Background: an optimization exercise with open tools, aiming at small area. Do not read the settings as production practice. In this exercise RTL edits were held to simulation tests only and were not proved equivalent to the original. Power and IR drop assume default switching activity.

==> flow/design.v, too long to show whole: its modules and the start of the top module <==
// module blk_mem_gen_0: 944 lines
// module Nco_Single_Gen: 64 lines
// module nco_add48: 50 lines
module Nco_Single_Gen(
    input wire clk,
    input wire rst_n,
    input wire ref_pps_pedge,
    input wire [15:0] init_phase,
    input wire DDS_enable,
    input wire DDS_CH_enable,
    input wire signed [7:0] DDS_scale,
    input wire [63:0] D_i,
    output wire [31:0] DDS_IQ_o
    );
  // ...
==> flow/flow/run.sh <==
#!/bin/bash
# Standard layout, with one change to synthesis: the technology-mapping ABC
# script is flow/area.abc instead of ORFS's abc_area.script. Everything else
# (registers, flattening, renaming, floorplan to finish) is the standard flow.
set -euo pipefail
W=$(pwd)
# ORFS synthesis script with the ABC script replaced
sed 's#^source $::env(SCRIPTS_DIR)/synth_preamble.tcl#&\nset abc_args [lreplace $abc_args 1 1 $::env(MY_ABC)]#' \
    "$FLOW_HOME/scripts/synth.tcl" > "$W/orfs_synth.tcl"
grep -q 'MY_ABC' "$W/orfs_synth.tcl"
sed "s#source \$::env(SCRIPTS_DIR)/synth.tcl#source $W/orfs_synth.tcl#" synth_recipe.tcl > "$W/my_synth.tcl"
grep -q "orfs_synth.tcl" "$W/my_synth.tcl"
sed "s#$W/synth_recipe.tcl#$W/my_synth.tcl#" standard.sh > "$W/my_standard.sh"
grep -q "my_synth.tcl" "$W/my_standard.sh"
export MY_ABC="$W/flow/area.abc"
bash "$W/my_standard.sh" > "$W/flow_make.log" 2>&1
==> flow/flow/area.abc <==
strash
dch -f
amap
topo
stime -c
==> flow/standard.sh <==
#!/bin/bash
# synth_recipe.tcl (not shown) runs the flow's synth.tcl, then flattens the netlist and writes it again
# the make line also repeats each setting of config.mk as NAME=value (left out here)
make -C /OpenROAD-flow-scripts/flow DESIGN_CONFIG=/design/flow/config.mk WORK_HOME=/design/flow/orfs CLKGATE_MAP_FILE= SYNTH_SCRIPT=/design/flow/synth_recipe.tcl "${@:-finish}"
==> flow/config.mk <==
export PLATFORM = sky130hd
export DESIGN_NAME = Nco_Single_Gen
export DESIGN_NICKNAME = Nco_Single_Gen
export VERILOG_FILES = /design/flow/design.v
export SDC_FILE = /design/flow/constraint.sdc
export NUM_CORES = 4
export LEC_CHECK = 0
export ABC_AREA = 1
export CAP_MARGIN = 20
export CORE_MARGIN = 2
export CORE_UTILIZATION = 55
export PLACE_DENSITY = 0.7
export SLEW_MARGIN = 20
export SYNTH_MEMORY_MAX_BITS = 32768
==> flow/constraint.sdc <==
create_clock -name core_clock -period 8.0 [get_ports {clk}]
set_input_delay 1.6000 -clock core_clock [delete_from_list [all_inputs] [get_ports {clk}]]
set_output_delay 1.6000 -clock core_clock [all_outputs]
set_load 0.01 [all_outputs]
==> results.tsv, run 1 <==
stage	metric	value	unit
placed_design	dpl_cell_area	0.01148	sq mm
critical_path	timing.critical_path.required	8210	ps
critical_path	criticalPathCategory	primary input to register	
status	outcome	complete, but fails checks	
synth	synth_edf_count	0	
hold_path	hold_end	x8[0]	
sta	setup_viol	4	
critical_path	r2r_end	B[45]	
die	tapCellCount	220	
cells_and_area	multi_input_gates	1131	
die	io_pins	125	
sta	period_share	102.6	%
critical_path	critPathLaunchType	primary input	
power	ir_worst_vdd	293.3	uV
cells_and_area	final_util	72.75	%
critical_path	cp.depth	32	
critical_path	reg2reg_depth	30	
cells_and_area	seq_cells	82	
placed_design	dp_hpwl	28.90	mm
synth	yosys.area.top_type	dfrtp_1	
cells_and_area	drive_gt1_share	11.75	%
status	so_faults	setup timing	
critical_path	critPathTopFamily	simple AND/OR/NAND/NOR gates	
sta	setup_ws	-210.7	ps
critical_path	cp_max_fo	4	
cts	cts_tree	built	
hold_path	min_from	ph1[0]	
critical_path	r2r_setup_slack	590	ps
==> run 2: changes to the inputs <==
==> flow/run.sh (new file) <==
#!/bin/bash
# synth_recipe.tcl (not shown) runs the flow's synth.tcl, then flattens the netlist and writes it again
# the make line also repeats each setting of config.mk as NAME=value (left out here)
make -C /OpenROAD-flow-scripts/flow DESIGN_CONFIG=/design/flow/config.mk WORK_HOME=/design/flow/orfs CLKGATE_MAP_FILE= SYNTH_SCRIPT=/design/flow/synth_recipe.tcl finish
removed: flow/flow/run.sh
removed: flow/flow/area.abc
removed: flow/standard.sh
==> results.tsv, run 2 <==
stage	metric	value	unit	change
status	outcome	no timing/DRC/antenna violations		
synth	synthTopCellsByCount	nand2_1, nand3_1, inv_1, nor2_1, a21oi_1		
power	p_total	6.111	mW	
synth	yosys.area.top_type	nand2_1		
die	die_h	145.5	microns	
cts	clock_path_buffers	2		
sta	fin_hold_ws	370.6	ps	
cells_and_area	layout-area-overhead-vs-synth	12.93	%	
grt	grt_usage	34.39	%	
sta	slew_violations	0		
sta	slew_headroom	37.79	%	
detailed_routing	vias_per_cell	5.849		
cells_and_area	final_common_cell	nand2_1		
synth	yosys_warnings	2		
cells_and_area	largest_reg_flops	48		
detailed_routing	vias	12940		
power	clockPowerShare	7.9	%	
power	power_density	491.7	mW/mm^2	
synth	synth.distinct_cells	42		
sta	timing.setup.tns	0	ps	
die	io_pins	125		unchanged
power	switching_share	60.32	%	
die	rows	51		
synth	avgSynthCellArea	5.820	sq um	
critical_path	r2r_setup_slack	3020	ps	+2430 ps
cells_and_area	nets	2126		
grt	grt_max_degree	62		
cells_and_area	stdcell_count	2212		
power	ir_worst_vdd	238.3	uV	-19%
cts	cts_buffers	9		
critical_path	endpoint_kind	output port		
power	pwr-share-seq	12.2	%	
cts	cts_resized	0		
synth	async_reset_ff_share	74.39	%	
critical_path	cp.arrival	5440	ps	
sta	rsz0062_at_grt	false		
detailed_routing	first_pass_iters	9		
synth	syn-num-nets	2075		
detailed_routing	ant_nets	0		
sta	setup_viol	0		-4
power	power.leakage	6.945	nW	
cells_and_area	drive_gt1_share	4.982	%	-6.8 points
critical_path	timing.critical_path.required	6400	ps	-1810 ps
synth	yosys-top-cells-area	nand2_1, nand3_1, dfrtp_1		
power	internal-power	2.425	mW	
critical_path	criticalPathCategory	register to output port		
synth	synthCells	1891		
run	cap_viol_max_count	0		
die	initial_utilization	56.36	%	
detailed_routing	wl_per_cell	16.52	microns	
power	power_switching	3.686	mW	
sta	worst_pin_slew	932.2	ps	
synth	synth_seq_cells	82		
power	combPwrFrac	79.9	%	
cts	h-tree-depth	3		
placed_design	place_congestion	1.073		
sta	timing.final.crit_period	7038	ps	
synth	ys.flop_type	dfrtp_1		
die	coreArea	0.01953	sq mm	
critical_path	cp_max_fo	14		+10
cts	cts.sink_count	82		
grt	overflow	0		
detailed_routing	initialDrtViolationCount	1485		
grt	grt_pass1_vias	12180		
cells_and_area	reg.largest.list	B (48), acc_hi (10), ph1 (10)		
placed_design	dp_hpwl	27.79	mm	-3.9%
die	die_area	0.02116	sq mm	
sta	fmax	142.1	MHz	
sta	period_share	87.97	%	-15 points
critical_path	critPathLaunchType	register		
placed_design	dp_cells	2196		
synth	yosysMostFrequentCell	nand2_1		
hold_path	hold_class	register to register		
cts	cts.root.buffer_cell	clkbuf_16		
die	dieWidth	145.5	microns	
synth	synth_edf_count	0		unchanged
detailed_routing	drt_drc_violations_left	0		
synth	synth_area	0.01101	sq mm	
sta	finalHoldViolCount	0		
critical_path	reg2reg_depth	22		-27%
cts	clk_pin_slew_worst_paths	60	ps	
cts	insertion_delay	340	ps	
cells_and_area	layout_common_cells	nand2_1, nand3_1, inv_1		
synth	yosysSeqAreaShare	17.69	%	
sta	fin_skew	3.790	ps	
cells_and_area	diodes	0		
cells_and_area	regMostFlops	B		
synth	synth_top_area_share	20.19	%	
grt	antenna_found_initial	0		
cts	hold_buffers	0		
cts	cts_tree	built		
detailed_routing	routed_wl	36.55	mm	
hold_path	min_path_cells	0		
cts	cts_setup_buffers	0		
grt	grt_pass1_wl	59.77	mm	
placed_design	portBuffers	102		
## run 2: changes by cell type after synthesis, sizes merged, moves of 49 or more
cell	before	now
buf	0	49
clkinv	114	2
inv	0	238
nand2	75	614
nand3	8	313
nor2	319	174
nor2b	93	0
o22ai	79	2
## run 2: power by group through the flow
stage	clock network, mW	registers, mW	logic, mW
2_1_floorplan	0	0.686	3.51
3_3_place_gp	0	0.743	4.65
3_5_place_dp	0	0.753	4.68
4_1_cts	0.485	0.746	4.71
5_1_grt	0.503	0.771	5.39
6_report	0.480	0.747	4.88
## run 2: final cells by class
type / count / area, sq um
inverters: 240 / 900.9
repair buffers: 118 / 1136
fillers: 1883 / 7098
flip-flops and latches: 82 / 1947
clock buffers: 12 / 256.5
clock inverters: 4 / 97.59
well taps: 265 / 331.6
multi-input cells: 1491 / 7759
## run 2: cells by family (layout without fill, tap and decap cells)
logic type | Yosys count | in the layout | share of synthesized area [%]
AO/OA/AOI/OAI | 213 | 213 | 10.58
XOR/XNOR | 50 | 50 | 3.979
flip-flops | 82 | 82 | 17.69
buffers and inverters | 318 | 374 | 11.83
AND/OR/NAND/NOR | 1137 | 1137 | 44.54
adder cells (fa/ha/maj) | 91 | 91 | 11.37
## run 2: path summary, 6_finish.rpt
| check | start | to |
|---|---|---|
| max | x8[1] | DDS_IQ_o[27] |
| min | ph1[9] | sq |
| max reg2reg | shock | B[45] |
| min reg2reg | ph1[9] | sq |
| max in group asynchronous | rst_n | acc_hi[6] |
| min in group asynchronous | rst_n | B[21] |
## run 2: critical path, stage by stage (launching register included)
cell and delay (ps):
dfxtp_1 730, inv_2 360, ha_1 630, inv_1 210, nand2_1 220, nand2_1 130
nand2_1 80, nand3_1 70, nand3_1 170, nand2_1 110, nand2_1 130, nand2_1 80
nand2_1 170, ha_1 200, nand2_1 60, nor2_1 140, nand2_1 100, nand2_2 150
nand3_1 100, nand2_1 100, nand3_1 90, nand3_1 180, nand2_1 70, nand2_1 60
nand2_1 60, a21oi_1 130, clkdlybuf4s50_1 550
## run 2: per-stage QoR
stage	cell area, sq um	setup slack [ps]	util, %
6_report	12430	962.1	63.65
5_1_grt	12430	596.8	63.65
4_1_cts	12430	1141	63.65
3_5_place_dp	12070	1496	61.84
3_3_place_gp	12070	1512	61.84
2_1_floorplan	11010	2706	-
## run 2: metal layers
layer / vias to the layer above / part of all wire [%] / global-route usage [%]
met5: - / 0 / 0
met4: 0 / 5.1 / 16.91
met3: 145 / 11 / 6.583
met2: 787 / 45 / 56.04
met1: 5809 / 39 / 43.80
li1: 6197 / - / -
==> module Nco_Single_Gen, before the edit <==
module Nco_Single_Gen(
    input wire clk,
    input wire rst_n,
    input wire ref_pps_pedge,
    input wire [15:0] init_phase,
    input wire DDS_enable,
    input wire DDS_CH_enable,
    input wire signed [7:0] DDS_scale,
    input wire [63:0] D_i,
    output wire [31:0] DDS_IQ_o
    );
    reg        en_d1;
    reg        pps_d1;
    reg        shock;
    reg [47:0] B;         
    reg [9:0]  acc_hi;    
    wire [47:0] a = shock ? 48'd0 : B;
    wire [47:0] d = DDS_enable ? D_i[47:0] : 48'd0;
    wire [47:0] sum;
    nco_add48 #(.K(4)) add (.a(a), .b(d), .s(sum));
    always @(posedge clk or negedge rst_n)
        if (!rst_n) begin
            en_d1  <= 1'b0;
            pps_d1 <= 1'b0;
            shock  <= 1'b0;
            B      <= 48'd0;
            acc_hi <= 10'd0;
        end else begin
            en_d1  <= DDS_CH_enable;
            pps_d1 <= ref_pps_pedge;
            if (DDS_CH_enable & ~en_d1)
                shock <= 1'b1;
            else if (pps_d1)
                shock <= 1'b0;
            B      <= sum;
            acc_hi <= a[47:38];
        end
    reg [9:0] ph1;
    always @(posedge clk)
        ph1 <= acc_hi + init_phase[9:0];
    wire [7:0] j1 = ph1[7:0];
    wire [7:0] x1 = j1[7] ? (8'd0 - j1) : j1;
    reg  [7:0] x8;
    reg        swap, sq, si;
    always @(posedge clk) begin
        x8   <= x1;
        swap <= ph1[8] ^ j1[7];
        sq   <= ph1[9];
        si   <= ph1[9] ^ ph1[8];
    end
    wire [14:0] s_t, c_t;
    blk_mem_gen_0 rom (.x(x8[6:0]), .sin_o(s_t), .cos_o(c_t));
    localparam [14:0] K45 = 15'd23170;
    wire [14:0] s_o = s_t | (K45 & {15{x8[7]}});
    wire [14:0] c_o = c_t & ~(~K45 & {15{x8[7]}});
    wire [14:0] mq = swap ? c_o : s_o;
    wire [14:0] mi = swap ? s_o : c_o;
    wire signed [15:0] vq = sq ? -{1'b0, mq} : {1'b0, mq};
    wire signed [15:0] vi = si ? -{1'b0, mi} : {1'b0, mi};
    wire [3:0] sh = (DDS_scale[7:4] != 4'd0) ? 4'd15 : DDS_scale[3:0];
    wire signed [15:0] oq = vq >>> sh;
    wire signed [15:0] oi = vi >>> sh;
    assign DDS_IQ_o = DDS_CH_enable ? {oq, oi} : 32'd0;
endmodule
==> module nco_add48, before the edit <==
module nco_add48 #(parameter K = 4) (input [47:0] a, input [47:0] b, output [47:0] s);
    localparam NB = 48 / K;
    wire [47:0] p = a ^ b;
    wire [47:0] g = a & b;
    wire [K:0] gg [0:NB-1];
    wire [K:0] pp [0:NB-1];
    wire [47:0] c;
    reg  [NB-1:0] CG;    
    genvar bk, j;
    generate for (bk = 0; bk < NB; bk = bk + 1) begin: blk
        assign gg[bk][0] = 1'b0;
        assign pp[bk][0] = 1'b1;
        for (j = 0; j < K; j = j + 1) begin: bt
            assign gg[bk][j+1] = g[bk*K+j] | (p[bk*K+j] & gg[bk][j]);
            assign pp[bk][j+1] = p[bk*K+j] & pp[bk][j];
        end
    end endgenerate
    integer i, m;
    reg [NB-1:0] pg, pq;
    always @* begin
        for (i = 0; i < NB; i = i + 1) begin
            pg[i] = gg[i][K];
            pq[i] = pp[i][K];
        end
        for (i = 1; (1 << i) <= NB; i = i + 1)
            for (m = (1 << i) - 1; m < NB; m = m + (1 << i)) begin
                pg[m] = pg[m] | (pq[m] & pg[m - (1 << (i-1))]);
                pq[m] = pq[m] & pq[m - (1 << (i-1))];
            end
        for (i = 6; i > 0; i = i - 1)
            if ((1 << i) <= 2*NB)
            for (m = (1 << i) + (1 << (i-1)) - 1; m < NB; m = m + (1 << i)) begin
                pg[m] = pg[m] | (pq[m] & pg[m - (1 << (i-1))]);
                pq[m] = pq[m] & pq[m - (1 << (i-1))];
            end
        CG = pg;    
    end
    generate for (bk = 0; bk < NB; bk = bk + 1) begin: cin
        wire ci;
        if (bk == 0) begin: z
            assign ci = 1'b0;
        end else begin: nz
            assign ci = CG[bk-1];
        end
        for (j = 0; j < K; j = j + 1) begin: bt
            assign c[bk*K+j] = gg[bk][j] | (pp[bk][j] & ci);
        end
    end endgenerate
    assign s = p ^ c;
endmodule
==> run 3: changes to the inputs <==
--- a/flow/design.v
+++ b/flow/design.v
@@ -964,3 +964,3 @@
     wire [47:0] sum;
-    nco_add48 #(.K(4)) add (.a(a), .b(d), .s(sum));
+    nco_add48 add (.a(a), .b(d), .s(sum));
     always @(posedge clk or negedge rst_n)
@@ -1009,3 +1009,4 @@
 endmodule
-module nco_add48 #(parameter K = 4) (input [47:0] a, input [47:0] b, output [47:0] s);
+module nco_add48 (input [47:0] a, input [47:0] b, output [47:0] s);
+    localparam K = 4;
     localparam NB = 48 / K;
==> flow/flow/run.sh (new file) <==
#!/bin/bash
# Standard layout, with one change to synthesis: technology mapping.
#  - the design is mapped with ABC script flow/area.abc (area-oriented amap)
#    instead of ORFS's abc_area.script;
#  - the carry-lookahead adder module nco_add48 (no registers) is kept apart
#    until mapping and mapped with flow/add.abc (a copy of ORFS's
#    abc_area.script), so that its lookahead structure survives; the design is
#    flattened afterwards as in the standard synthesis.
# Port buffers are sky130_fd_sc_hd__buf_1 (buffer_ports -buffer_cell) rather than
# the tool's default choice; repair may still resize them.
# Registers, flattening, renaming and floorplan-to-finish are the standard flow.
set -euo pipefail
W=$(pwd)
sed -e 's#^source $::env(SCRIPTS_DIR)/synth_preamble.tcl#&\nset abc_args_add [lreplace $abc_args 1 1 $::env(MY_ABC_ADD)]\nset abc_args [lreplace $abc_args 1 1 $::env(MY_ABC)]#' \
    -e 's#^hierarchy -check -top $::env(DESIGN_NAME)#&\nsetattr -mod -set keep_hierarchy 1 nco_add48#' \
    -e 's#^  log_cmd abc {\*}$abc_args$#  log_cmd abc {*}$abc_args_add nco_add48\n  log_cmd abc {*}$abc_args $::env(DESIGN_NAME)#' \
    "$FLOW_HOME/scripts/synth.tcl" > "$W/orfs_synth.tcl"
test "$(grep -c 'MY_ABC\|nco_add48' "$W/orfs_synth.tcl")" -eq 4
sed "s#source \$::env(SCRIPTS_DIR)/synth.tcl#source $W/orfs_synth.tcl#" synth_recipe.tcl > "$W/my_synth.tcl"
grep -q "orfs_synth.tcl" "$W/my_synth.tcl"
sed "s#$W/synth_recipe.tcl#$W/my_synth.tcl#" standard.sh > "$W/my_standard.sh"
grep -q "my_synth.tcl" "$W/my_standard.sh"
export MY_ABC="$W/flow/area.abc"
export MY_ABC_ADD="$W/flow/add.abc"
export BUFFER_PORTS_ARGS="-buffer_cell sky130_fd_sc_hd__buf_1"
bash "$W/my_standard.sh" > "$W/flow_make.log" 2>&1
==> flow/flow/add.abc (new file) <==
strash
dch
map -B 0.9
topo
stime -c
buffer -c
upsize -c
dnsize -c
==> flow/flow/area.abc (new file) <==
strash
dch -f
amap
topo
stime -c
==> flow/standard.sh (new file) <==
#!/bin/bash
# synth_recipe.tcl (not shown) runs the flow's synth.tcl, then flattens the netlist and writes it again
# the make line also repeats each setting of config.mk as NAME=value (left out here)
make -C /OpenROAD-flow-scripts/flow DESIGN_CONFIG=/design/flow/config.mk WORK_HOME=/design/flow/orfs CLKGATE_MAP_FILE= SYNTH_SCRIPT=/design/flow/synth_recipe.tcl "${@:-finish}"
removed: flow/run.sh
==> results.tsv, run 3 <==
stage	metric	value	unit	change
cells_and_area	n_fill_cell	1560		-17%
critical_path	r2r_end	B[45]		
cells_and_area	layout-area-overhead-vs-synth	16.82	%	
synth	syn-num-nets	1585		-24%
cts	cts_resized	0		unchanged
die	rows	48		-5.9%
grt	grt_usage	36.45	%	+2.1 points
critical_path	critPathLaunchType	register		
detailed_routing	first_pass_iters	6		-3
cts	clock_path_buffers	2		unchanged
critical_path	path_cells	clkinv_1, buf_4, ha_1, clkinv_1, nand2_1, nor2_1, buf_4, a2111oi_0, buf_4, o311ai_0, o22ai_1, ha_1, nand3_1, nor3_1, clkinv_1, buf_4, o41ai_1, o21ai_0, o22a_1, o22ai_1, o22ai_1, a221oi_1, buf_1		
synth	synth_edf_count	0		unchanged
synth	yosys.area.top_type	dfrtp_1		
power	ir_worst_vdd	320.6	uV	+34%
cells_and_area	drive_gt1_share	7.611	%	+2.6 points
synth	muxShareOfSynthArea	0	%	unchanged
synth	synth_fa_ha_area_share	13.09	%	+1.7 points
cells_and_area	reg.largest.list	B (48), acc_hi (10), ph1 (10)		
sta	finalHoldViolCount	0		unchanged
die	dieWidth	135.8	microns	-6.6%
synth	avgSynthCellArea	6.822	sq um	+17%
grt	antenna_found_initial	0		unchanged
cts	cts.root.buffer_cell	clkbuf_16		
cts	clk_pin_slew_worst_paths	60	ps	about the same
synth	synthSimpleGateAreaFrac	30.03	%	-15 points
synth	synth_top_area_share	15.97	%	-4.2 points
power	power.leakage	4.823	nW	-31%
synth	ys.flop_type	dfrtp_1		
synth	yosys_warnings	2		unchanged
critical_path	cp.arrival	5730	ps	+290 ps
die	io_pins	125		unchanged
cells_and_area	layout_common_cells	nor2_1, nand2_1, buf_1		
power	power_density	518.4	mW/mm^2	+5.4%
cells_and_area	regMostFlops	B		
synth	async_reset_ff_share	74.39	%	unchanged
synth	synth_seq_cells	82		unchanged
detailed_routing	routed_wl	33.27	mm	-9.0%
critical_path	startpoint	x8[1]		
die	initial_utilization	55.84	%	-0.52 points
cells_and_area	final_util	65.23	%	+1.6 points
detailed_routing	wl_per_cell	18.20	microns	+10%
hold_path	hold_class	register to register		
critical_path	crit_slowest_cell	ha_1		
die	die_h	135.8	microns	-6.6%
critical_path	endpoint	DDS_IQ_o[19]		
cts	cts_tree	built		
grt	grt_max_degree	62		unchanged
detailed_routing	drt_drc_violations_left	0		unchanged
sta	timing.final.crit_period	7333	ps	+295.6 ps
cells_and_area	diodes	0		unchanged
cts	insertion_delay	330	ps	about the same
synth	yosys-top-cells-area	dfrtp_1, nor2_1, ha_1		
sta	rsz0062_at_grt	false		
critical_path	criticalPathCategory	register to output port		
detailed_routing	initialDrtViolationCount	936		-37%
sta	slew_violations	0		unchanged
sta	timing.setup.tns	0	ps	unchanged
cts	cts.sink_count	82		unchanged
synth	synth-compound-area-share	27.73	%	+17 points
cells_and_area	regArea	0.001947	sq mm	unchanged
cells_and_area	multi_input_area	0.007028	sq mm	-9.4%
critical_path	cp_common_cell	buf_4		
synth	synthCells	1401		-26%
synth	synth_xor_xnor_area_share	2.657	%	-1.3 points
placed_design	place_congestion	1.059		-1.3%
grt	overflow	0		unchanged
critical_path	cp_max_fo	7		-7
synth	synth_area	0.009558	sq mm	-13%
sta	slew_headroom	45.33	%	+7.5 points
cells_and_area	final_common_cell	nor2_1		
sta	period_share	91.67	%	+3.7 points
critical_path	timing.critical_path.required	6400	ps	about the same
sta	fmax	136.4	MHz	-4.0%
cts	hold_buffers	0		unchanged
synth	synth.distinct_cells	53		+26%
sta	setup_viol	0		unchanged
sta	fin_skew	5.164	ps	+1.375 ps
cts	cts_buffers	9		unchanged
die	coreArea	0.01712	sq mm	-12%
placed_design	dpl_cell_area	0.01086	sq mm	-10%
synth	synthTopCellsByCount	nor2_1, nand2_1, nor2b_1, clkinv_1, a21oi_1		
synth	yosysMostFrequentCell	nor2_1		
critical_path	reg2reg_depth	18		-18%
detailed_routing	vias	11160		-14%
placed_design	portBuffers	102		unchanged
critical_path	max_stage_delay	460	ps	-270 ps
die	die_area	0.01845	sq mm	-13%
synth	yosysSeqAreaShare	20.37	%	+2.7 points
critical_path	r2r_setup_slack	4090	ps	+1070 ps
status	outcome	no timing/DRC/antenna violations		
run	cap_viol_max_count	0		unchanged
placed_design	dp_hpwl	24.92	mm	-10%
synth	synth_top_family_by_area	simple AND/OR/NAND/NOR gates		
sta	fin_hold_ws	375.3	ps	+4.727 ps
critical_path	r2r-start	shock		
cells_and_area	largest_reg_flops	48		unchanged
critical_path	endpoint_kind	output port		
detailed_routing	ant_nets	0		unchanged
detailed_routing	vias_per_cell	6.107		+4.4%
grt	grt_pass1_wl	53.23	mm	-11%
cts	h-tree-depth	3		unchanged
cts	cts_setup_buffers	0		unchanged
grt	grt_pass1_vias	10480		-14%
cells_and_area	stdcell_count	1828		-17%
sta	worst_pin_slew	815.0	ps	-117.2 ps
cells_and_area	nets	1782		-16%
placed_design	dp_cells	1812		-17%
cells_and_area	final_area	0.01117	sq mm	-10%
-- run 3: changes by cell type after synthesis, moves of 54 or more --
cell      previous run  this run
nand2_1            592       126
nor2b_1              0        99
nor3_1               6        60
o22ai_1              2        78
inv_1              223        61
nor2_1             161       290
clkinv_1             2        94
nand3_1            309        17
-- run 3: power breakdown --
part | switching, mW | leakage, nW | internal, mW
clock | 0.168 | 0.150 | 0.247
sequential | 0.0793 | 0.929 | 0.600
combinational | 2.94 | 3.74 | 1.75
-- run 3: per-layer routing --
| metal | part of all wire, % | GRT usage, % | vias to the layer above |
|---|---|---|---|
| met3 | 9.8 | 7.196 | 133 |
| met1 | 40 | 46.65 | 5049 |
| met5 | 0 | 0 | - |
| met2 | 44 | 58.42 | 615 |
| met4 | 5.5 | 18.87 | 0 |
| li1 | - | - | 5367 |
-- run 3: worst max-delay path, delay by kind of cell (launching register included) --
kind	cells	cell delay, ps
AO/OA/AOI/OAI	9	2370
adder cells (fa/ha/maj)	2	720
buffers and inverters	8	1360
flip-flops	1	310
AND/OR/NAND/NOR	4	610
-- run 3: per-stage QoR --
step	power, mW	worst slack (ps)
floorplan	3.708	990.7
global placement	5.152	1271
detailed placement	5.177	1264
CTS	5.620	869.6
global route	6.213	255.6
finish	5.788	666.5
-- run 3: worst min-delay path by stage --
stage	slack, ps	to	cells after the start	from
final	380	sq	0	ph1[9]
after global routing	390	sq	0	ph1[9]
after CTS	380	sq	0	ph1[9]
after detailed placement	370	sq	0	ph1[9]
after global placement	360	sq	0	ph1[9]
after floorplan	350	sq	0	ph1[9]
-- run 3: area by class of cell --
cell class / count / share of cell area (%)
Timing Repair Buffer: 186 / 9.088
Sequential cell: 82 / 17.44
Inverter: 156 / 5.244
Multi-Input combinational cell: 1163 / 62.94
Clock inverter: 4 / 0.2801
Tap cell: 225 / 2.521
Clock buffer: 12 / 2.488
-- run 3: Yosys stat by module, one instance, submodules excluded --
module,flip-flops and latches,copies in the design
Nco_Single_Gen,82,1
nco_add48,0,1
-- run 3: kinds of logic (layout without fill, tap and decap cells) --
kind of cell / count (synthesis) / count (layout)
and+or+nand+nor: 636 / 636
adders and majority gates: 91 / 91
AOI/OAI and AO/OA: 407 / 407
buffers and inverters: 156 / 358
xor gates and xnor gates: 29 / 29
DFF: 82 / 82
==> run 4: changes to the inputs <==
--- a/flow/config.mk
+++ b/flow/config.mk
@@ -11,2 +11,3 @@
 export CORE_UTILIZATION = 55
+export GPL_TIMING_DRIVEN = 0
 export PLACE_DENSITY = 0.7
==> results.tsv, run 4 <==
stage	metric	value	unit	change
status	outcome	no timing/DRC/antenna violations		
critical_path	timing.critical_path.required	6400	ps	about the same
die	die_area	0.01845	sq mm	unchanged
critical_path	max_stage_delay	510	ps	+50 ps
die	rows	48		unchanged
detailed_routing	vias_per_cell	6.251		+2.4%
synth	yosys_warnings	2		unchanged
grt	grt_pass1_wl	51.54	mm	-3.2%
cts	cts_tree	built		
cts	h-tree-depth	3		unchanged
cells_and_area	final_area	0.01069	sq mm	-4.3%
detailed_routing	first_pass_iters	5		-1
placed_design	place_congestion	1.008		-4.8%
power	pwr-share-seq	15.7	%	+4.0 points
cts	cts.root.buffer_cell	clkbuf_16		
sta	timing.final.crit_period	7529	ps	+195.7 ps
synth	yosysMostFrequentCell	nor2_1		
detailed_routing	wl_per_cell	18.52	microns	+1.8%
synth	async_reset_ff_share	74.39	%	unchanged
synth	yosysSeqAreaShare	20.37	%	unchanged
cts	cts.sink_count	82		unchanged
synth	synth_area	0.009558	sq mm	unchanged
sta	fin_skew	7.333	ps	+2.169 ps
grt	grt_pass1_vias	10060		-4.0%
sta	setup_ws	470.8	ps	-195.7 ps
power	power.leakage	4.476	nW	-7.2%
cts	cts_buffers	9		unchanged
synth	synthCells	1401		unchanged
cells_and_area	reg.largest.list	B (48), acc_hi (10), ph1 (10)		
power	combPwrFrac	76.8	%	-4.3 points
die	io_pins	125		unchanged
critical_path	crit_slowest_cell	dfxtp_4		
cells_and_area	diodes	0		unchanged
sta	period_share	94.11	%	+2.4 points
placed_design	dp_slack	-383.8	ps	-1648 ps
power	clockPowerShare	7.5	%	+0.3 points
synth	synth_seq_cells	82		unchanged
synth	synth_top_area_share	15.97	%	unchanged
sta	setup_viol	0		unchanged
die	coreArea	0.01712	sq mm	unchanged
cells_and_area	final_util	62.45	%	-2.8 points
synth	synthTopCellsByCount	nor2_1, nand2_1, nor2b_1, clkinv_1, a21oi_1		
die	dieWidth	135.8	microns	unchanged
power	internal-power	2.323	mW	-11%
sta	worst_pin_slew	936.0	ps	+121.1 ps
grt	antenna_found_initial	0		unchanged
die	initial_utilization	55.84	%	unchanged
placed_design	dp_hpwl	24.14	mm	-3.1%
critical_path	critPathLaunchType	register		
cells_and_area	largest_reg_flops	48		unchanged
cts	cts_setup_buffers	0		unchanged
synth	avgSynthCellArea	6.822	sq um	unchanged
detailed_routing	routed_wl	32.42	mm	-2.6%
detailed_routing	ant_nets	0		unchanged
cells_and_area	nets	1704		-4.4%
sta	timing.setup.tns	0	ps	unchanged
synth	yosys-top-cells-area	dfrtp_1, nor2_1, ha_1		
power	power_density	511.0	mW/mm^2	-1.4%
detailed_routing	vias	10940		-2.0%
die	die_h	135.8	microns	unchanged
cells_and_area	drive_gt1_share	4.393	%	-3.2 points
critical_path	endpoint_kind	output port		
cells_and_area	regMostFlops	B		
critical_path	criticalPathCategory	register to output port		
cts	clock_path_buffers	2		unchanged
critical_path	cp.arrival	5930	ps	+200 ps
grt	grt_usage	35.37	%	-1.1 points
grt	overflow	0		unchanged
sta	rsz0062_at_grt	false		
sta	fmax	132.8	MHz	-2.6%
synth	synth_edf_count	0		unchanged
placed_design	dpl_cell_area	0.01034	sq mm	-4.7%
critical_path	cp_max_fo	18		+11
synth	synth.distinct_cells	53		unchanged
sta	slew_violations	0		unchanged
run	cap_viol_max_count	0		unchanged
synth	yosys.area.top_type	dfrtp_1		
placed_design	portBuffers	102		unchanged
grt	grt_max_degree	49		-21%
cts	clk_pin_slew_worst_paths	70	ps	about the same
cells_and_area	layout-area-overhead-vs-synth	11.83	%	
power	power_switching	3.138	mW	-1.6%
cells_and_area	stdcell_count	1750		-4.3%
power	p_total	5.462	mW	-5.6%
hold_path	hold_class	register to register		
power	switching_share	57.46	%	+2.4 points
synth	ys.flop_type	dfrtp_1		
sta	fin_hold_ws	365.2	ps	-10.13 ps
cells_and_area	layout_common_cells	nor2_1, nand2_1, buf_1		
sta	finalHoldViolCount	0		unchanged
detailed_routing	drt_drc_violations_left	0		unchanged
cts	insertion_delay	350	ps	+20 ps
placed_design	dp_cells	1734		-4.3%
power	ir_worst_vdd	267.8	uV	-16%
detailed_routing	initialDrtViolationCount	926		-1.1%
synth	syn-num-nets	1585		unchanged
sta	slew_headroom	37.51	%	-7.8 points
cells_and_area	final_common_cell	nor2_1		
==> run 4: modules after synthesis, one instance, submodules excluded <==
| module | cells inside | times used |
|---|---|---|
| nco_add48 | 302 | 1 |
| Nco_Single_Gen | 1099 | 1 |
==> run 4: power groups by stage <==
stage                     clock network [mW]  logic, mW  registers (mW)
after floorplan                            0       2.95           0.760
after global placement                     0       3.96           0.861
after detailed placement                   0       4.00           0.841
after CTS                              0.417       4.03           0.840
after global routing                   0.432       4.56           0.883
final                                  0.409       4.19           0.860
==> run 4: layout make-up <==
type	count	area, sq um
tap	225	281.5
sequential	82	1967
inverter	156	604.3
timing repair buffer	108	486.7
multi-input combinational	1163	7054
clock inverter	6	45.04
fill	1600	6427
clock buffer	10	250.2
==> run 4: what timing repair did <==
item	in CTS	in global routing
setup endpoints to repair	31	30
hold buffers	0	0
gates resized for setup	10	12
==> run 4: cells by family (layout without fill, tap and decap cells) <==
logic type / Yosys count / count (layout) / synth area share [%]
buf+inv: 156 / 280 / 6.126
flops: 82 / 82 / 20.37
fa+ha+maj: 91 / 91 / 13.09
simple gates: 636 / 636 / 30.03
xor+xnor: 29 / 29 / 2.657
compound gates: 407 / 407 / 27.73
==> run 4: per-layer routing <==
metal,wire length (microns),vias to the layer above,track usage (%)
li1,-,5223,-
met1,13090,4998,46.42
met2,14370,590,54.97
met3,3190,129,7.010
met4,1765,0,19.04
met5,0,-,0
==> run 4: worst max-delay path, delay by kind of cell, from the launching register on <==
family | cells | cell delay (ps)
AO/OA/AOI/OAI | 10 | 2150
AND/OR/NAND/NOR | 7 | 1350
buffers and inverters | 6 | 970
adder cells (fa/ha/maj) | 2 | 610
flip-flops | 1 | 510
==> run 4: path summary, 6_finish.rpt <==
| check | from | end | slack (ps) | cells after the start |
|---|---|---|---|---|
| min reg2reg | ph1[0] | x8[0] | 370 | 0 |
| max reg2reg | shock | B[45] | 4140 | 18 |
| min in group asynchronous | rst_n | B[21] | 1150 | 1 |
| max | x8[0] | DDS_IQ_o[19] | 470 | 25 |
| max in group asynchronous | rst_n | B[38] | 6190 | 3 |
| min | ph1[0] | x8[0] | 370 | 0 |
==> run 5: changes to the inputs <==
--- a/flow/flow/run.sh
+++ b/flow/flow/run.sh
@@ -5,4 +5,4 @@
 #  - the carry-lookahead adder module nco_add48 (no registers) is kept apart
-#    until mapping and mapped with flow/add.abc (a copy of ORFS's
-#    abc_area.script), so that its lookahead structure survives; the design is
+#    until mapping and mapped with flow/add.abc (amap without choice
+#    computation), so that its lookahead structure survives; the design is
 #    flattened afterwards as in the standard synthesis.
==> flow/flow/add.abc (replaced) <==
strash
amap
topo
stime -c
==> results.tsv, run 5 <==
stage	metric	value	unit	change
die	dieWidth	134.3	microns	-1.1%
placed_design	dp_cells	1689		-2.6%
cells_and_area	layout_common_cells	nor2_1, clkinv_1, o21ai_0		
cts	cts.sink_count	82		unchanged
synth	yosys.area.top_type	dfrtp_1		
cts	cts_setup_buffers	0		unchanged
sta	worst_pin_slew	1039	ps	+102.6 ps
die	coreArea	0.01658	sq mm	-3.1%
critical_path	criticalPathCategory	register to output port		
critical_path	r2r-start	shock		
synth	ys.flop_type	dfrtp_1		
cells_and_area	drive_gt1_share	3.032	%	-1.4 points
grt	grt_pass1_vias	10280		+2.2%
power	switching_share	57.89	%	+0.43 points
cts	cts_tree	built		
grt	grt_max_degree	49		unchanged
detailed_routing	drt_drc_violations_left	0		unchanged
power	power.leakage	4.108	nW	-8.2%
sta	slew_violations	0		unchanged
sta	setup_viol	0		unchanged
cts	insertion_delay	330	ps	-20 ps
critical_path	critPathLaunchType	register		
synth	yosys-top-cells-area	dfrtp_1, nor2_1, ha_1		
synth	async_reset_ff_share	74.39	%	unchanged
cells_and_area	layout-area-overhead-vs-synth	11.74	%	about the same
cells_and_area	final_common_cell	nor2_1		
die	rows	47		-2.1%
status	outcome	no timing/DRC/antenna violations		
sta	fmax	129.0	MHz	-2.9%
synth	synthTopCellsByCount	nor2_1, clkinv_1, o21ai_0, nor2b_1, a21oi_1		
synth	avgSynthCellArea	6.860	sq um	+0.55%
detailed_routing	first_pass_iters	6		+1
synth	synth_edf_count	0		unchanged
critical_path	r2r_end	B[47]		
synth	synth.distinct_cells	46		-13%
cts	clk_pin_slew_worst_paths	60	ps	about the same
cells_and_area	nets	1664		-2.3%
die	initial_utilization	56.34	%	+0.50 points
cts	hold_buffers	0		unchanged
placed_design	portBuffers	102		unchanged
cells_and_area	diodes	0		unchanged
detailed_routing	ant_nets	0		unchanged
sta	fin_skew	3.430	ps	-3.903 ps
grt	antenna_found_initial	0		unchanged
cells_and_area	regMostFlops	B		
cells_and_area	regArea	0.001964	sq mm	-0.13%
grt	grt_usage	36.94	%	+1.6 points
sta	fin_hold_ws	367.3	ps	+2.120 ps
synth	synth_seq_cells	82		unchanged
critical_path	cp_max_fo	17		-1
critical_path	endpoint_kind	output port		
sta	period_share	96.88	%	+2.8 points
detailed_routing	initialDrtViolationCount	1141		+23%
critical_path	cp.arrival	6150	ps	+220 ps
cts	clock_path_buffers	2		unchanged
power	internal-power	2.301	mW	-0.96%
detailed_routing	routed_wl	33.78	mm	+4.2%
power	pwr-share-seq	15.5	%	-0.2 points
sta	slew_headroom	29.88	%	-7.6 points
hold_path	hold_class	register to register		
cts	h-tree-depth	3		unchanged
grt	grt_pass1_wl	52.93	mm	+2.7%
run	cap_viol_max_count	0		unchanged
cells_and_area	reg.largest.list	B (48), acc_hi (10), ph1 (10)		
critical_path	r2r_setup_slack	2010	ps	-2130 ps
cells_and_area	n_fill_cell	1520		-5.0%
power	combPwrFrac	77.2	%	+0.4 points
critical_path	startpoint	x8[1]		
power	power_density	523.4	mW/mm^2	+2.4%
power	p_total	5.464	mW	about the same
sta	timing.final.crit_period	7750	ps	+221.1 ps
power	power_switching	3.163	mW	+0.78%
synth	yosys_warnings	2		unchanged
die	die_h	134.3	microns	-1.1%
cells_and_area	largest_reg_flops	48		unchanged
cts	cts_buffers	9		unchanged
synth	synthCells	1362		-2.8%
synth	synth_top_area_share	16.34	%	+0.37 points
power	clockPowerShare	7.3	%	-0.2 points
synth	yosysSeqAreaShare	20.84	%	+0.47 points
detailed_routing	wl_per_cell	19.83	microns	+7.0%
cells_and_area	multi_input_area	0.006924	sq mm	-1.8%
synth	synth_area	0.009343	sq mm	-2.3%
cts	cts.root.buffer_cell	clkbuf_16		
sta	rsz0062_at_grt	false		
synth	syn-num-nets	1546		-2.5%
critical_path	endpoint	DDS_IQ_o[21]		
placed_design	dpl_cell_area	0.01010	sq mm	-2.3%
placed_design	place_congestion	1.018		+0.98%
cells_and_area	final_area	0.01044	sq mm	-2.3%
critical_path	reg2reg_depth	21		+3
sta	finalHoldViolCount	0		unchanged
die	io_pins	125		unchanged
detailed_routing	vias	11050		+0.99%
die	die_area	0.01805	sq mm	-2.2%
cells_and_area	stdcell_count	1704		-2.6%
placed_design	dp_hpwl	24.52	mm	+1.6%
critical_path	timing.critical_path.required	6400	ps	about the same
grt	overflow	0		unchanged
power	ir_worst_vdd	252.0	uV	-5.9%
detailed_routing	vias_per_cell	6.484		+3.7%
synth	yosysMostFrequentCell	nor2_1		
==> run 5: changes by cell type after synthesis, sizes merged, moves of 8 or more <==
cell	delta
o21ai	+37
inv	-62
xnor2	-13
nand2	-55
nor2	+8
clkinv	+42
==> run 5: layer usage <==
layer | global-route usage [%] | up-vias | share of wire (%)
met5 | 0 | - | 0
met4 | 18.77 | 0 | 5.2
met3 | 7.937 | 141 | 11
met2 | 60.20 | 689 | 45
met1 | 46.20 | 5044 | 39
li1 | - | 5174 | -
==> run 5: logic make-up (layout without fill, tap and decap cells) <==
kind of cell,Yosys count,after routing,synth area share [%]
xor gates and xnor gates,12,12,1.125
DFF,82,82,20.84
buffers and inverters,136,258,5.464
AOI/OAI and AO/OA,447,447,30.68
and+or+nand+nor,594,594,28.50
adders and majority gates,91,91,13.39
==> run 5: power groups by stage <==
stage	sequential, mW	clock [mW]	combinational (mW)
2_1_floorplan	0.754	0	2.90
3_3_place_gp	0.850	0	3.92
3_5_place_dp	0.826	0	3.97
4_1_cts	0.826	0.403	4.01
5_1_grt	0.867	0.420	4.54
6_report	0.848	0.400	4.22
==> run 5: final cells by class <==
class | count | share of cell area, %
clock buffers | 10 | 2.193
clock inverters | 5 | 0.5393
inverters | 136 | 5.022
multi-input cells | 1144 | 66.32
flip-flops and latches | 82 | 18.82
well taps | 220 | 2.637
repair buffers | 107 | 4.470
==> run 5: how the worst min path moves through the flow <==
stage	from	to	slack [ps]	cells past startpoint
after global routing	ph1[9]	sq	380	0
final	ph1[9]	sq	370	0
after floorplan	ph1[9]	sq	350	0
after global placement	ph1[9]	sq	360	0
after detailed placement	ph1[9]	sq	360	0
after CTS	ph1[9]	sq	370	0
==> run 5: worst max-delay path, stage by stage (launching register included) <==
cell	delay, ps
dfxtp_4	510
ha_2	390
nor2_1	230
nor2_1	290
clkinv_1	290
nor2_1	510
nor3_1	130
o221a_1	250
nor3_1	220
nor3_1	180
o22ai_1	330
clkinv_1	190
nor3_1	310
clkinv_1	170
nor2_1	170
nand4_1	130
o21ai_0	270
nor2_1	70
a21oi_1	180
o22ai_1	140
o21ai_0	280
a22oi_1	140
o22ai_1	220
nor2_1	60
buf_1	140
==> run 5: timing repair <==
item / CTS / global route
gates resized for setup: 10 / 13
hold endpoints to repair: 0 / 0
setup endpoints to repair: 30 / 30
==> run 5: Yosys stat by module (local to each module, per instance) <==
module,area [sq um],cells inside,copies in the design
Nco_Single_Gen,7520,1099,1
nco_add48,1823,263,1
==> run 5: per-stage QoR <==
step	util, %	setup slack (ps)	setup TNS (ps)
after floorplan	-	990.7	0
after global placement	60.31	-1563	-44700
after detailed placement	60.90	-315.4	-4597
after CTS	62.74	9.816	0
after global routing	62.95	15.78	0
final	62.95	249.7	0
==> run 6: changes to the inputs <==
--- a/flow/config.mk
+++ b/flow/config.mk
@@ -8,8 +8,8 @@
 export ABC_AREA = 1
-export CAP_MARGIN = 20
+export CAP_MARGIN = 10
 export CORE_MARGIN = 2
-export CORE_UTILIZATION = 55
+export CORE_UTILIZATION = 65
 export GPL_TIMING_DRIVEN = 0
-export PLACE_DENSITY = 0.7
-export SLEW_MARGIN = 20
+export PLACE_DENSITY = 0.8
+export SLEW_MARGIN = 10
 export SYNTH_MEMORY_MAX_BITS = 32768
==> results.tsv, run 6 <==
stage	metric	value	unit	change
status	outcome	no timing/DRC/antenna violations		
sta	rsz0062_at_grt	false		
cells_and_area	layout_common_cells	nor2_1, clkinv_1, o21ai_0		
detailed_routing	drt_drc_violations_left	0		unchanged
grt	grt_usage	46.85	%	+9.9 points
detailed_routing	ant_nets	0		unchanged
critical_path	cp_max_fo	17		unchanged
placed_design	portBuffers	102		unchanged
synth	muxShareOfSynthArea	0	%	unchanged
sta	slew_headroom	13.80	%	-16 points
cells_and_area	diodes	0		unchanged
grt	grt_pass1_vias	10690		+4.0%
critical_path	critPathLaunchType	register		
synth	synth_top_area_share	16.34	%	unchanged
power	power.leakage	4.095	nW	-0.32%
grt	antenna_found_initial	0		unchanged
critical_path	criticalPathCategory	register to output port		
cts	h-tree-depth	3		unchanged
die	io_pins	125		unchanged
sta	setup_ws	389.2	ps	+139.5 ps
power	internal-power	2.317	mW	+0.68%
critical_path	max_stage_delay	550	ps	+40 ps
critical_path	endpoint	DDS_IQ_o[20]		
placed_design	dp_cells	1648		-2.4%
sta	period_share	95.14	%	-1.7 points
detailed_routing	vias	11620		+5.1%
cells_and_area	stdcell_count	1664		-2.3%
die	initial_utilization	67.05	%	+11 points
placed_design	dp_slack	-454.0	ps	-138.5 ps
sta	timing.setup.tns	0	ps	unchanged
synth	synth_fa_ha_area_share	13.39	%	unchanged
critical_path	timing.critical_path.required	6400	ps	about the same
sta	slew_violations	0		unchanged
power	pwr-share-seq	16.2	%	+0.7 points
run	cap_viol_max_count	0		unchanged
cts	clock_path_buffers	2		unchanged
placed_design	place_congestion	1.172		+15%
cts	cts_tree	built		
critical_path	reg2reg_depth	21		unchanged
detailed_routing	vias_per_cell	6.981		+7.7%
sta	setup_viol	0		unchanged
synth	yosysMostFrequentCell	nor2_1		
synth	synth_area	0.009343	sq mm	unchanged
synth	synthCells	1362		unchanged
power	switching_share	58.03	%	+0.15 points
sta	timing.final.crit_period	7611	ps	-139.5 ps
sta	fin_skew	6.160	ps	+2.730 ps
synth	yosysSeqAreaShare	20.84	%	unchanged
sta	fmax	131.4	MHz	+1.8%
cts	cts_buffers	9		unchanged
die	die_area	0.01535	sq mm	-15%
die	dieWidth	123.9	microns	-7.8%
placed_design	dp_hpwl	23.80	mm	-2.9%
cts	clk_pin_slew_worst_paths	60	ps	about the same
cells_and_area	final_common_cell	nor2_1		
cells_and_area	drive_gt1_share	3.167	%	+0.13 points
cts	cts.root.buffer_cell	clkbuf_16		
grt	grt_pass1_wl	55.42	mm	+4.7%
detailed_routing	routed_wl	35.42	mm	+4.8%
detailed_routing	wl_per_cell	21.28	microns	+7.4%
sta	worst_pin_slew	1277	ps	+238.1 ps
detailed_routing	initialDrtViolationCount	1947		+71%
synth	synth.distinct_cells	46		unchanged
critical_path	crit_slowest_cell	ha_2		
power	power_density	531.3	mW/mm^2	+1.5%
detailed_routing	first_pass_iters	7		+1
die	coreArea	0.01393	sq mm	-16%
cells_and_area	largest_reg_flops	48		unchanged
synth	avgSynthCellArea	6.860	sq um	unchanged
die	die_h	123.9	microns	-7.8%
synth	yosys_warnings	2		unchanged
synth	async_reset_ff_share	74.39	%	unchanged
hold_path	hold_class	register to register		
synth	yosys-top-cells-area	dfrtp_1, nor2_1, ha_1		
hold_path	min_from	ph1[0]		
synth	synth_xor_xnor_area_share	1.125	%	unchanged
cells_and_area	nets	1663		-0.060%
synth	synthTopCellsByCount	nor2_1, clkinv_1, o21ai_0, nor2b_1, a21oi_1		
cells_and_area	layout-area-overhead-vs-synth	11.21	%	
synth	synth_top_family_by_area	compound AO/OA/AOI/OAI gates		
critical_path	cp.arrival	6010	ps	-140 ps
die	rows	43		-8.5%
synth	synthSimpleGateAreaFrac	28.50	%	unchanged
critical_path	r2r_end	B[45]		
cts	insertion_delay	350	ps	+20 ps
power	clockPowerShare	7.5	%	+0.2 points
power	ir_worst_vdd	268.3	uV	+6.5%
critical_path	startpoint	x8[1]		
sta	finalHoldViolCount	0		unchanged
synth	yosys.area.top_type	dfrtp_1		
cells_and_area	final_util	74.56	%	+12 points
synth	syn-num-nets	1546		unchanged
grt	grt_max_degree	45		-8.2%
synth	synth-compound-area-share	30.68	%	unchanged
cells_and_area	reg.largest.list	B (48), acc_hi (10), ph1 (10)		
critical_path	endpoint_kind	output port		
power	power_switching	3.203	mW	+1.3%
synth	synth_edf_count	0		unchanged
synth	synth_seq_cells	82		unchanged
grt	overflow	0		unchanged
cts	cts.sink_count	82		unchanged
critical_path	r2r_setup_slack	1700	ps	-310 ps
power	p_total	5.520	mW	+1.0%
critical_path	r2r-start	shock		
power	combPwrFrac	76.3	%	-0.9 points
cells_and_area	regMostFlops	B		
synth	ys.flop_type	dfrtp_1		
[run 6: cell counts after synthesis]
No cell type changed its count.
[run 6: Yosys stat by module (local to each module, per instance)]
| module | area [sq um] | flops+latches | times used | cells inside |
|---|---|---|---|---|
| nco_add48 | 1823 | 0 | 1 | 263 |
| Nco_Single_Gen | 7520 | 82 | 1 | 1099 |
[run 6: timing repair]
| item | 4_1_cts | 5_1_grt |
|---|---|---|
| resized for setup | 11 | 22 |
| hold buffers | 0 | 0 |
| endpoints found under the setup margin | 31 | 31 |
| setup buffers | 0 | 0 |
[run 6: power groups by stage]
stage               Clock [mW]  Sequential, mW  Combinational [mW]
global placement             0           0.844                3.79
floorplan                    0           0.754                2.90
finish                   0.414           0.894                4.21
CTS                      0.411           0.858                3.94
global route             0.428           0.902                4.52
detailed placement           0           0.848                3.87
[run 6: worst min-delay path by stage]
| stage | endpoint | cells past startpoint |
|---|---|---|
| 6_report | x8[0] | 0 |
| 5_1_grt | x8[0] | 0 |
| 4_1_cts | x8[0] | 0 |
| 3_5_place_dp | x8[0] | 0 |
| 3_3_place_gp | x8[0] | 0 |
| 2_1_floorplan | sq | 0 |
[run 6: critical path: cells and delay by family, from the launching register on]
family	cells	cell delay (ps)
AOI/OAI and AO/OA	13	2770
adders and majority gates	1	550
buffers and inverters	6	1160
DFF	1	520
and+or+nand+nor	6	660
[run 6: cells by family (layout without fill, tap and decap cells)]
family | after synthesis | after routing
simple gates | 594 | 594
xor+xnor | 12 | 12
compound gates | 447 | 447
buf+inv | 136 | 258
flops | 82 | 82
fa+ha+maj | 91 | 91
[run 6: metrics by stage]
step | hold WS [ps] | instance area [sq um]
2_1_floorplan | 350.9 | 9343
6_report | 366.7 | 10390
4_1_cts | 367.0 | 10330
3_5_place_dp | 366.7 | 10030
5_1_grt | 372.9 | 10390
3_3_place_gp | 364.7 | 9951
[run 6: cell type report]
| cell class | count | area [sq um] |
|---|---|---|
| Sequential cell | 82 | 1967 |
| Timing Repair Buffer | 106 | 450.4 |
| Multi-Input combinational cell | 1144 | 6932 |
| Tap cell | 180 | 225.2 |
| Inverter | 136 | 526.8 |
| Clock buffer | 13 | 250.2 |
| Fill cell | 1074 | 3545 |
| Clock inverter | 3 | 38.79 |
[run 6: routing by layer]
layer  wire, microns  global-route usage [%]  vias up
met5               0                       0        -
met4            2517                   27.18        0
met3            4668                   14.56      241
met2           15660                   73.45      995
met1           12570                   56.91     5195
li1                -                       -     5185
==> run 7: changes to the inputs <==
--- a/flow/config.mk
+++ b/flow/config.mk
@@ -11,2 +11,3 @@
 export CORE_UTILIZATION = 65
+export CTS_BUF_LIST = sky130_fd_sc_hd__clkbuf_8
 export GPL_TIMING_DRIVEN = 0
==> results.tsv, run 7 <==
stage	metric	value	unit	change
cells_and_area	n_fill_cell	1085		+1.0%
sta	slew_headroom	23.98	%	+10 points
cells_and_area	final_util	73.90	%	-0.66 points
critical_path	critPathLaunchType	register		
critical_path	crit_slowest_cell	dfxtp_4		
synth	async_reset_ff_share	74.39	%	unchanged
detailed_routing	vias_per_cell	6.894		-1.2%
critical_path	criticalPathCategory	register to output port		
cells_and_area	regArea	0.001969	sq mm	+0.13%
critical_path	timing.critical_path.required	6400	ps	about the same
sta	fmax	133.4	MHz	+1.5%
cts	cts_resized	12		+1
sta	timing.final.crit_period	7497	ps	-113.7 ps
cts	cts.root.buffer_cell	clkbuf_8		
cells_and_area	reg.largest.list	B (48), acc_hi (10), ph1 (10)		
detailed_routing	routed_wl	34.03	mm	-3.9%
critical_path	max_stage_delay	520	ps	-30 ps
synth	synthCells	1362		unchanged
detailed_routing	wl_per_cell	20.45	microns	-3.9%
die	dieWidth	123.9	microns	unchanged
cells_and_area	diodes	0		unchanged
placed_design	portBuffers	102		unchanged
die	rows	43		unchanged
grt	grt_usage	45.04	%	-1.8 points
placed_design	dpl_cell_area	0.01003	sq mm	unchanged
grt	grt_max_degree	45		unchanged
cells_and_area	regMostFlops	B		
die	initial_utilization	67.05	%	unchanged
critical_path	endpoint_kind	output port		
sta	fin_skew	8.161	ps	+2.001 ps
cts	cts.sink_count	82		unchanged
cells_and_area	final_area	0.01030	sq mm	-0.89%
synth	yosys_warnings	2		unchanged
cts	clk_pin_slew_worst_paths	80	ps	+20 ps
critical_path	cp.arrival	5900	ps	-110 ps
sta	period_share	93.71	%	-1.4 points
grt	overflow	0		unchanged
synth	avgSynthCellArea	6.860	sq um	unchanged
synth	synth_edf_count	0		unchanged
synth	yosysSeqAreaShare	20.84	%	unchanged
synth	synth_top_area_share	16.34	%	unchanged
cts	cts_setup_buffers	0		unchanged
sta	setup_viol	0		unchanged
sta	finalHoldViolCount	0		unchanged
cells_and_area	final_common_cell	nor2_1		
synth	syn-num-nets	1546		unchanged
synth	synth_area	0.009343	sq mm	unchanged
synth	yosysMostFrequentCell	nor2_1		
die	io_pins	125		unchanged
cts	cts_buffers	9		unchanged
cells_and_area	nets	1663		unchanged
detailed_routing	drt_drc_violations_left	0		unchanged
cells_and_area	layout-area-overhead-vs-synth	10.22	%	
cts	insertion_delay	370	ps	+20 ps
cts	h-tree-depth	3		unchanged
detailed_routing	first_pass_iters	8		+1
cells_and_area	largest_reg_flops	48		unchanged
power	ir_worst_vdd	257.7	uV	-4.0%
critical_path	cp_max_fo	18		+1
grt	grt_pass1_wl	53.54	mm	-3.4%
grt	antenna_found_initial	0		unchanged
synth	synth.distinct_cells	46		unchanged
grt	grt_pass1_vias	10590		-1.0%
placed_design	place_congestion	1.172		unchanged
synth	synthTopCellsByCount	nor2_1, clkinv_1, o21ai_0, nor2b_1, a21oi_1		
run	cap_viol_max_count	0		unchanged
detailed_routing	initialDrtViolationCount	1707		-12%
die	coreArea	0.01393	sq mm	unchanged
critical_path	path_cells	inv_4, ha_1, nor2_1, o21ai_0, nor2_1, nor3_1, o221a_1, nor3_1, nor3_1, o22ai_1, clkinv_1, nor3_1, clkinv_1, nor2_1, nand4_1, o21ai_0, a21oi_1, o22ai_1, o21ai_0, a22oi_1, nor2_1, a211oi_1, buf_1		
cts	clock_path_buffers	2		unchanged
synth	yosys-top-cells-area	dfrtp_1, nor2_1, ha_1		
power	power_density	520.2	mW/mm^2	-2.1%
hold_path	hold_class	register to register		
sta	slew_violations	0		unchanged
status	outcome	no timing/DRC/antenna violations		
cells_and_area	multi_input_area	0.006937	sq mm	about the same
cells_and_area	drive_gt1_share	3.167	%	unchanged
sta	worst_pin_slew	1126	ps	-150.9 ps
detailed_routing	ant_nets	0		unchanged
placed_design	dp_hpwl	23.80	mm	unchanged
cts	cts_tree	built		
die	die_area	0.01535	sq mm	unchanged
detailed_routing	vias	11470		-1.2%
power	power.leakage	4.063	nW	-0.78%
cells_and_area	layout_common_cells	nor2_1, clkinv_1, o21ai_0		
cts	hold_buffers	0		unchanged
die	die_h	123.9	microns	unchanged
synth	synth_seq_cells	82		unchanged
synth	ys.flop_type	dfrtp_1		
synth	yosys.area.top_type	dfrtp_1		
[run 7: cell counts after synthesis]
No cell type changed its count.
[run 7: area by class of cell]
class | instances | share of cell area (%)
repair buffers | 106 | 4.374
inverters | 136 | 5.128
well taps | 180 | 2.187
clock buffers | 10 | 1.337
flip-flops and latches | 82 | 19.13
clock inverters | 6 | 0.4860
multi-input cells | 1144 | 67.36
[run 7: worst paths after layout]
check / start / to / slack, ps / depth (start not counted)
worst min register to register: ph1[0] / x8[0] / 370 / 0
worst max register to register: shock / B[45] / 1920 / 20
worst max-delay path: x8[2] / DDS_IQ_o[22] / 500 / 23
max in group asynchronous: rst_n / B[44] / 6130 / 2
min in group asynchronous: rst_n / B[26] / 1250 / 1
worst min-delay path: ph1[0] / x8[0] / 370 / 0
[run 7: report_power, final]
| part | switching [mW] | internal (mW) | total [mW] |
|---|---|---|---|
| clock network | 0.149 | 0.148 | 0.297 |
| logic | 2.72 | 1.46 | 4.18 |
| registers | 0.280 | 0.604 | 0.885 |
| total | 3.14 | 2.21 | 5.36 |
[run 7: layer usage]
metal  GRT usage [%]  vias to the layer above  routed length [microns]
li1                -                     5183                        -
met5               0                        -                        0
met3           15.66                      256                     4310
met2           70.54                      907                    15160
met4           26.69                        0                     2446
met1           53.48                     5125                    12110
[run 7: cell families after synthesis]
family,synth area share [%]
flip-flops,20.84
AO/OA/AOI/OAI,30.68
adder cells (fa/ha/maj),13.39
AND/OR/NAND/NOR,28.50
XOR/XNOR,1.125
buffers and inverters,5.464
[run 7: critical path, delay by kind of cell (launching register included)]
kind / cells / cell delay [ps]
compound gates: 9 / 2020
fa+ha+maj: 1 / 310
buf+inv: 4 / 670
flops: 1 / 520
simple gates: 9 / 2000
[run 7: modules after synthesis, one instance, submodules excluded]
module,cells,area (sq um),copies in the design
Nco_Single_Gen,1099,7520,1
nco_add48,263,1823,1
[run 7: through the flow]
| stage | setup TNS, ps | total power, mW | hold slack (ps) | worst slack, ps | cells |
|---|---|---|---|---|---|
| global route | 0 | 5.715 | 377.5 | -0.0004441 | 1664 |
| floorplan | 0 | 3.658 | 350.9 | 990.7 | 1362 |
| finish | 0 | 5.357 | 368.0 | 502.9 | 1664 |
| global placement | -39410 | 4.636 | 364.7 | -1387 | 1644 |
| CTS | 0 | 5.068 | 370.4 | 129.8 | 1664 |
| detailed placement | -9979 | 4.719 | 366.7 | -454.0 | 1648 |
==> run 8: changes to the inputs <==
--- a/flow/flow/run.sh
+++ b/flow/flow/run.sh
@@ -1,3 +1,3 @@
 #!/bin/bash
-# Standard layout, with one change to synthesis: technology mapping.
+# Standard layout, with changes to synthesis (technology mapping) and port buffers:
 #  - the design is mapped with ABC script flow/area.abc (area-oriented amap)
@@ -8,2 +8,4 @@
 #    flattened afterwards as in the standard synthesis.
+#  - Yosys's full/half-adder extraction (extract_fa with ADDER_MAP_FILE) is
+#    skipped, so ABC maps all the logic.
 # Port buffers are sky130_fd_sc_hd__buf_1 (buffer_ports -buffer_cell) rather than
@@ -20,4 +22,5 @@
 grep -q "orfs_synth.tcl" "$W/my_synth.tcl"
-sed "s#$W/synth_recipe.tcl#$W/my_synth.tcl#" standard.sh > "$W/my_standard.sh"
+sed -e "s#$W/synth_recipe.tcl#$W/my_synth.tcl#" -e 's#^make -C #make ADDER_MAP_FILE= -C #' standard.sh > "$W/my_standard.sh"
 grep -q "my_synth.tcl" "$W/my_standard.sh"
+grep -q "^make ADDER_MAP_FILE= -C " "$W/my_standard.sh"
 export MY_ABC="$W/flow/area.abc"
--- a/flow/config.mk
+++ b/flow/config.mk
@@ -12,4 +12,5 @@
 export CTS_BUF_LIST = sky130_fd_sc_hd__clkbuf_8
-export GPL_TIMING_DRIVEN = 0
+export GPL_TIMING_DRIVEN = 1
 export PLACE_DENSITY = 0.8
+export SETUP_SLACK_MARGIN = 0.1
 export SLEW_MARGIN = 10
==> results.tsv, run 8 <==
stage	metric	value	unit	change
status	outcome	no timing/DRC/antenna violations		
cts	cts.sink_count	82		unchanged
placed_design	place_congestion	1.233		+5.2%
die	rows	42		-2.3%
synth	synth_top_area_share	17.45	%	+1.1 points
critical_path	criticalPathCategory	register to output port		
cells_and_area	layout_common_cells	nor2_1, o21ai_0, clkinv_1		
detailed_routing	routed_wl	30.97	mm	-9.0%
sta	fin_skew	8.323	ps	+0.1618 ps
die	die_area	0.01440	sq mm	-6.2%
sta	slew_headroom	35.61	%	+12 points
synth	synth_area	0.008747	sq mm	-6.4%
grt	antenna_found_initial	0		unchanged
cts	clock_path_buffers	2		unchanged
grt	grt_max_degree	62		+38%
placed_design	portBuffers	102		unchanged
detailed_routing	ant_nets	0		unchanged
cts	cts_buffers	9		unchanged
sta	setup_viol	0		unchanged
power	pwr-share-seq	13.7	%	-2.8 points
synth	async_reset_ff_share	74.39	%	unchanged
die	die_h	120.0	microns	-3.1%
power	power.leakage	3.624	nW	-11%
cts	h-tree-depth	3		unchanged
critical_path	cp.arrival	5830	ps	-70 ps
run	cap_viol_max_count	0		unchanged
synth	yosys-top-cells-area	dfrtp_1, nor2_1, o22ai_1		
grt	overflow	0		unchanged
placed_design	dp_hpwl	22.02	mm	-7.5%
sta	fmax	134.6	MHz	+0.89%
synth	synthTopCellsByCount	nor2_1, o21ai_0, clkinv_1, o22ai_1, nand2_1		
detailed_routing	routed-wl-met2	13.54	mm	-11%
critical_path	reg2reg_depth	21		+5.0%
critical_path	critPathTopFamily	simple AND/OR/NAND/NOR gates		
detailed_routing	vias_per_cell	6.653		-3.5%
critical_path	timing.critical_path.required	6400	ps	about the same
detailed_routing	met3_length	3.827	mm	-11%
sta	timing.setup.tns	0	ps	unchanged
synth	yosysMostFrequentCell	nor2_1		
critical_path	r2r_end	B[47]		
sta	worst_pin_slew	964.6	ps	-161.4 ps
synth	synth_seq_cells	82		unchanged
hold_path	hold_end	x8[0]		
die	dieWidth	120.0	microns	-3.1%
grt	grt_pass1_vias	10350		-2.3%
synth	yosys.area.top_type	dfrtp_1		
power	power_density	482.6	mW/mm^2	-7.2%
grt	grt_usage	42.89	%	-2.2 points
cts	clk_pin_slew_worst_paths	70	ps	about the same
cts	cts.root.buffer_cell	clkbuf_8		
critical_path	r2r_setup_slack	2810	ps	+890 ps
synth	yosys_warnings	2		unchanged
cells_and_area	drive_gt1_share	4.698	%	+1.5 points
cts	cts_tree	built		
cells_and_area	final_common_cell	nor2_1		
grt	grt_pass1_wl	49.52	mm	-7.5%
hold_path	min_path_cells	0		unchanged
sta	period_share	92.89	%	-0.82 points
die	io_pins	125		unchanged
sta	timing.final.crit_period	7431	ps	-65.79 ps
power	power_switching	2.745	mW	-13%
synth	synthCells	1391		+2.1%
sta	slew_violations	0		unchanged
detailed_routing	met1_length	11.49	mm	-5.1%
power	switching_share	57.26	%	-1.4 points
synth	syn-num-nets	1484		-4.0%
critical_path	crit_slowest_cell	nor2_1		
power	clockPowerShare	5.7	%	+0.2 points
hold_path	hold_class	register to register		
detailed_routing	drt_drc_violations_left	0		unchanged
die	initial_utilization	66.32	%	-0.73 points
synth	ys.flop_type	dfrtp_1		
cells_and_area	largest_reg_flops	48		unchanged
sta	finalHoldViolCount	0		unchanged
power	ir_worst_vdd	219.6	uV	-15%
synth	synth_edf_count	0		unchanged
synth	synth.distinct_cells	47		+2.2%
die	coreArea	0.01319	sq mm	-5.3%
hold_path	min_from	ph1[0]		
detailed_routing	vias	11510		+0.33%
critical_path	critPathLaunchType	register		
critical_path	endpoint_kind	output port		
detailed_routing	wl_per_cell	17.90	microns	-12%
critical_path	cp.depth	28		+22%
detailed_routing	top_layer_used	met4		
critical_path	cp_common_cell	nor2_1		
cells_and_area	nets	1642		-1.3%
cells_and_area	reg.largest.list	B (48), acc_hi (10), ph1 (10)		
power	internal-power	2.049	mW	-7.4%
detailed_routing	first_pass_iters	15		+7
cells_and_area	regMostFlops	B		
synth	yosysSeqAreaShare	22.26	%	+1.4 points
synth	avgSynthCellArea	6.288	sq um	-8.3%
cells_and_area	layout-area-overhead-vs-synth	13.55	%	
cells_and_area	diodes	0		unchanged
critical_path	r2r-start	shock		
critical_path	max_stage_delay	530	ps	about the same
critical_path	cp_max_fo	11		-7
cts	insertion_delay	360	ps	about the same
sta	fin_hold_ws	376.0	ps	+7.947 ps
sta	rsz0062_at_grt	false		
power	combPwrFrac	80.6	%	+2.7 points
detailed_routing	initialDrtViolationCount	1791		+4.9%
critical_path	path_buf_inv	4		unchanged
-- run 8: modules after synthesis (local to each module, per instance) --
module / copies in the design / area (sq um) / flops+latches
Nco_Single_Gen: 1 / 7048 / 82
nco_add48: 1 / 1699 / 0
-- run 8: kinds of logic (layout without fill, tap and decap cells) --
| family | count (synthesis) | in the layout | share of synthesized area (%) |
|---|---|---|---|
| XOR/XNOR | 18 | 18 | 1.802 |
| AND/OR/NAND/NOR | 622 | 622 | 31.17 |
| AO/OA/AOI/OAI | 531 | 531 | 38.85 |
| buffers and inverters | 138 | 301 | 5.922 |
| flip-flops | 82 | 82 | 22.26 |
-- run 8: timing repair --
item | in CTS | in global routing
gates resized for setup | 0 | 17
buffers inserted | 0 | 3
hold buffers | 0 | 0
setup endpoints to repair | 0 | 30
-- run 8: power groups by stage --
stage / logic, mW / registers, mW / clock network [mW]
after floorplan: 2.54 / 0.697 / 0
after global placement: 3.52 / 0.646 / 0
after detailed placement: 3.56 / 0.656 / 0
after CTS: 3.58 / 0.649 / 0.274
after global routing: 4.14 / 0.675 / 0.290
final: 3.86 / 0.659 / 0.272
-- run 8: stage by stage --
stage	util (%)	instances	instance area, sq um	total power, mW	setup WS, ps
after global routing	75.30	1730	9932	5.106	38.77
after global placement	73.31	1711	9669	4.171	810.3
after floorplan	-	1391	8747	3.234	827.6
after detailed placement	73.31	1711	9669	4.212	734.5
final	75.30	1730	9932	4.794	568.7
after CTS	74.63	1727	9843	4.507	278.1
-- run 8: area by class of cell --
cell class,instances,area (sq um)
Sequential cell,82,1952
Fill cell,1058,3258
Inverter,138,521.8
Clock buffer,11,151.4
Multi-Input combinational cell,1171,6330
Timing Repair Buffer,147,734.5
Clock inverter,5,22.52
Tap cell,176,220.2
-- run 8: metal layers --
layer / up-vias / GRT usage, %
li1: 5400 / -
met5: - / 0
met3: 241 / 15.02
met2: 829 / 67.79
met4: 0 / 22.21
met1: 5039 / 51.41
-- run 8: worst max path at each step --
stage / startpoint / to / slack [ps]
after floorplan: x8[4] / DDS_IQ_o[22] / 830
after global placement: x8[2] / DDS_IQ_o[22] / 810
after detailed placement: x8[2] / DDS_IQ_o[22] / 730
after CTS: x8[2] / DDS_IQ_o[22] / 280
after global routing: x8[1] / DDS_IQ_o[16] / 40
final: x8[2] / DDS_IQ_o[22] / 570
-- run 8: worst register-to-register path: stages (launching register included) --
cell	delay, ps
dfrtp_1	720
nor2b_1	300
clkinv_1	120
o22ai_1	220
clkinv_1	130
o22ai_1	230
clkinv_1	130
o22ai_1	210
clkinv_1	150
o22ai_1	360
a31oi_1	270
o21ai_0	500
nand3_1	160
o311ai_0	130
buf_4	220
clkinv_1	120
o21ai_0	520
a31oi_1	220
clkinv_1	120
a31oi_1	110
nand2_1	70
o21ai_0	70

-- static timing again, ports no longer ideal --
No port has a modelled driver above. Below, the same layouts with a new extraction and two added sets of constraints.
Step 1 assumes that a clkbuf_16 drives the clock port and a buf_2 every other input.
Step 2 also shifts input and output timing later by t, the mid clock arrival at the registers, as if the neighbouring blocks saw the same clock.
a / b / c = ideal ports / drivers / drivers and shift; a / b = the first two.
| run | shift t [ns] | slack for setup (ns) |
|---|---|---|
| run 1 | 0.397 | -0.211 / -0.218 / -0.615 |
| run 2 | 0.371 | 0.962 / 0.924 / 1.296 |
| run 3 | 0.372 | 0.667 / 0.626 / 0.998 |
| run 4 | 0.382 | 0.471 / 0.431 / 0.813 |
| run 5 | 0.372 | 0.250 / 0.209 / 0.581 |
| run 6 | 0.381 | 0.389 / 0.351 / 0.189 |
| run 7 | 0.394 | 0.503 / 0.472 / 0.382 |
| run 8 | 0.393 | 0.569 / 0.535 / 0.928 |
